Background: an optimization exercise with open tools, aiming at small area, a short achievable clock period and few clock cycles per item. Do not read the settings as production practice. Only simulation tests tie the RTL to the original design; equivalence was not proved. No driver is modelled on the clock port, so clocking that relies on it looks cheaper here than on a real chip. Power and IR drop assume default switching activity.

== run K ==
## lse_add_pe
module lse_add_pe (
    input  logic        i_clk,
    input  logic        i_rst,
    input  logic        i_enable,
    input  logic [1:0]  i_pe_mode,
    input  logic [23:0] i_operand_a,
    input  logic [23:0] i_operand_b,
    output logic [23:0] o_result,
    output logic        o_valid_out
);
    localparam logic [23:0] NEG_INF_VAL = 24'h800000;
    logic        lse_d;
    logic [23:0] a_q, bx_q;
    logic        lse_q, v1_q;
    logic [23:0] xs_d, xs_q;
    logic [9:0]  frac_d, frac_q;
    logic [3:0]  h_lo_d, h_lo_q;
    logic        h_zero_d, h_zero_q, h_ones_d, h_ones_q;
    logic        lo_nz_d, lo_nz_q, ge_d, ge_q;
    logic        kill2_q, v2_q;
    logic [23:0] xs3_q;
    logic [10:0] f_d, f_q;
    logic [6:0]  corr_d, corr_q;
    logic        v3_q;
    logic [23:0] result_d;
    assign lse_d = (i_pe_mode == 2'b00);
    lse_diff u_diff (
        .i_operand_a(a_q), .i_operand_bx(bx_q), .i_lse(lse_q),
        .o_xs(xs_d), .o_frac(frac_d), .o_h_lo(h_lo_d), .o_h_zero(h_zero_d),
  ...
Size in the first run: about 990 cells after synthesis, ~160 flip-flops, about 78 I/O pins, ~0.0080 mm2 of cells after synthesis.
Settings: LEC_CHECK=0, ABC_AREA=1, CAP_MARGIN=20, CORE_MARGIN=2, CORE_UTILIZATION=65, CTS_BUF_LIST=sky130_fd_sc_hd__clkbuf_8, SLEW_MARGIN=20; clock period 13.0 ns.
standard.sh (not shown) runs the stock make flow with config.mk's settings and CLKGATE_MAP_FILE= SYNTH_SCRIPT=/design/flow/synth_recipe.tcl, a recipe that flattens the netlist after the stock synthesis.
==> flow/flow/run.sh <==
#!/bin/bash
# Layout flow: the standard flow (standard.sh) with its synthesis unchanged.
# Changes to the layout steps only:
#  - clock tree: flow/clock_tree.tcl builds a balanced two-level tree (port ->
#    2 clkbuf_16 -> 8 clkbuf_16 -> flip-flops) in place of TritonCTS's tree;
#  - timing repair aims for setup slack well past the clock period, so that the
#    achieved period (clock period less worst slack) shrinks;
#  - the port buffers are buf_1 cells (repair resizes the ones on critical paths).
# Each step's output goes to its own log here; ORFS keeps per-stage logs under orfs/logs/.
set -euo pipefail
here=$(pwd)
bash standard.sh synth > synth.log 2>&1
bash standard.sh SETUP_SLACK_MARGIN=9.6 \
  'BUFFER_PORTS_ARGS=-buffer_cell sky130_fd_sc_hd__buf_1' \
  "PRE_CTS_TCL=$here/flow/clock_tree.tcl" finish > layout.log 2>&1
==> flow/flow/clock_tree.tcl <==
# Clock tree built by hand before ORFS's CTS step (sourced as PRE_CTS_TCL).
#
# Two buffer levels: the clock port drives two sky130_fd_sc_hd__clkbuf_16 roots;
# each root drives four clkbuf_16 leaves; each leaf drives the clock pins of one
# eighth of the flip-flops. The flip-flops are split by placement into eight
# clusters of equal size (bisection by x, then y, then x); every buffer sits at
# the centre of what it drives. All flip-flops are two equal buffer levels away
# from the port, so the tree is balanced, and its insertion delay is smaller than
# that of TritonCTS's deeper tree. The nets are left out of TritonCTS, which would
# otherwise add further levels; detailed placement later legalizes the buffers.
set block [ord::get_db_block]
set clknet [$block findNet i_clk]
set bufm [[ord::get_db] findMaster sky130_fd_sc_hd__clkbuf_16]

proc bisect {items idx} {
  set s [lsort -integer -index $idx $items]
  set h [expr {[llength $s] / 2}]
  return [list [lrange $s 0 [expr {$h - 1}]] [lrange $s $h end]]
}

proc centre {items} {
  set sx 0
  set sy 0
  foreach s $items {
    incr sx [lindex $s 1]
    incr sy [lindex $s 2]
  }
  return [list [expr {$sx / [llength $items]}] [expr {$sy / [llength $items]}]]
}

# a buffer named name at pos, driven by innet; returns the net it drives
proc add_buf {block master name innet pos} {
  set buf [odb::dbInst_create $block $master $name]
  set net [odb::dbNet_create $block "${name}_net"]
  $net setSigType CLOCK
  [$buf findITerm A] connect $innet
  [$buf findITerm X] connect $net
  $buf setLocation [lindex $pos 0] [lindex $pos 1]
  $buf setPlacementStatus PLACED
  return $net
}

set sinks {}
foreach it [$clknet getITerms] {
  lassign [[$it getInst] getLocation] x y
  lappend sinks [list $it $x $y]
}
puts "clock_tree.tcl: [llength $sinks] clock sinks"

set skip [list i_clk]
set r 0
foreach half [bisect $sinks 1] {
  set rnet [add_buf $block $bufm "clkbuf_root_$r" $clknet [centre $half]]
  lappend skip [$rnet getName]
  set l 0
  foreach q [bisect $half 2] {
    foreach g [bisect $q 1] {
      set lnet [add_buf $block $bufm "clkbuf_leaf_${r}_$l" $rnet [centre $g]]
      lappend skip [$lnet getName]
      foreach s $g {
        set it [lindex $s 0]
        $it disconnect
        $it connect $lnet
      }
      puts "clock_tree.tcl: clkbuf_leaf_${r}_$l drives [llength $g] sinks"
      incr l
    }
  }
  incr r
}

set_cts_config -skip_nets $skip
Testbench counts of run K, summed over its fixed seeds: cycles 8,032, items 8,000.
Here is what was changed in the inputs of run G compared with run K.
--- a/flow/flow/run.sh
+++ b/flow/flow/run.sh
@@ -4,3 +4,3 @@
 #  - clock tree: flow/clock_tree.tcl builds a balanced two-level tree (port ->
-#    2 clkbuf_16 -> 8 clkbuf_16 -> flip-flops) in place of TritonCTS's tree;
+#    2 clkbuf_8 -> 8 clkbuf_8 -> flip-flops) in place of TritonCTS's tree;
 #  - timing repair aims for setup slack well past the clock period, so that the
--- a/flow/flow/clock_tree.tcl
+++ b/flow/flow/clock_tree.tcl
@@ -2,4 +2,4 @@
 #
-# Two buffer levels: the clock port drives two sky130_fd_sc_hd__clkbuf_16 roots;
-# each root drives four clkbuf_16 leaves; each leaf drives the clock pins of one
+# Two buffer levels: the clock port drives two sky130_fd_sc_hd__clkbuf_8 roots;
+# each root drives four clkbuf_8 leaves; each leaf drives the clock pins of one
 # eighth of the flip-flops. The flip-flops are split by placement into eight
@@ -12,3 +12,3 @@
 set clknet [$block findNet i_clk]
-set bufm [[ord::get_db] findMaster sky130_fd_sc_hd__clkbuf_16]
+set bufm [[ord::get_db] findMaster sky130_fd_sc_hd__clkbuf_8]
 
### Flow results
- Going from run K to run G, wire length of the first global-routing pass lost 390 um; share of the core filled with cells in the final layout lost 0.50 points; maximum clock rate lost 0.40%; share of total power in the clock network lost 4.9 points.
- Compared with run K, the router placed fewer vias in run G.
- Looking at switching power total, run G sits below run K.
- Run K → run G: total power per unit cell area dropped 4.2%, combinational cell fraction of total power has increased.

[re-timing with driven ports]
How much do the figures lean on ideal ports? The routed layouts below were timed once more, with nothing changed but the port constraints. Step 1 sets driving cells, clkbuf_16 on the clock port and buf_2 on the other inputs (assumed; they add their load-dependent delay and slew). Step 2 times the ports against the registers' clock, not the clock port: input delays grow and output delays shrink by t, the midpoint of the rising clock arrivals with the driver on. a / b / c = no drivers / after step 1 / after step 2; a / b = the first two.
| run | t (ns) | setup WS [ns] | worst hold slack (ns) | slew at the worst register clock pin (ns) |
|---|---|---|---|---|
| run K | 0.361 | 9.644 / 9.587 / 9.642 | 0.326 / 0.326 / 0.326 | 0.08 / 0.08 |
| run G | 0.382 | 9.630 / 9.582 / 9.674 | 0.329 / 0.329 / 0.329 | 0.12 / 0.12 |
After both steps setup and hold are still met in every run listed. For run K, which loses most, drivers alone change the setup slack by -0.057 ns; drivers and shift together by -0.002 ns.
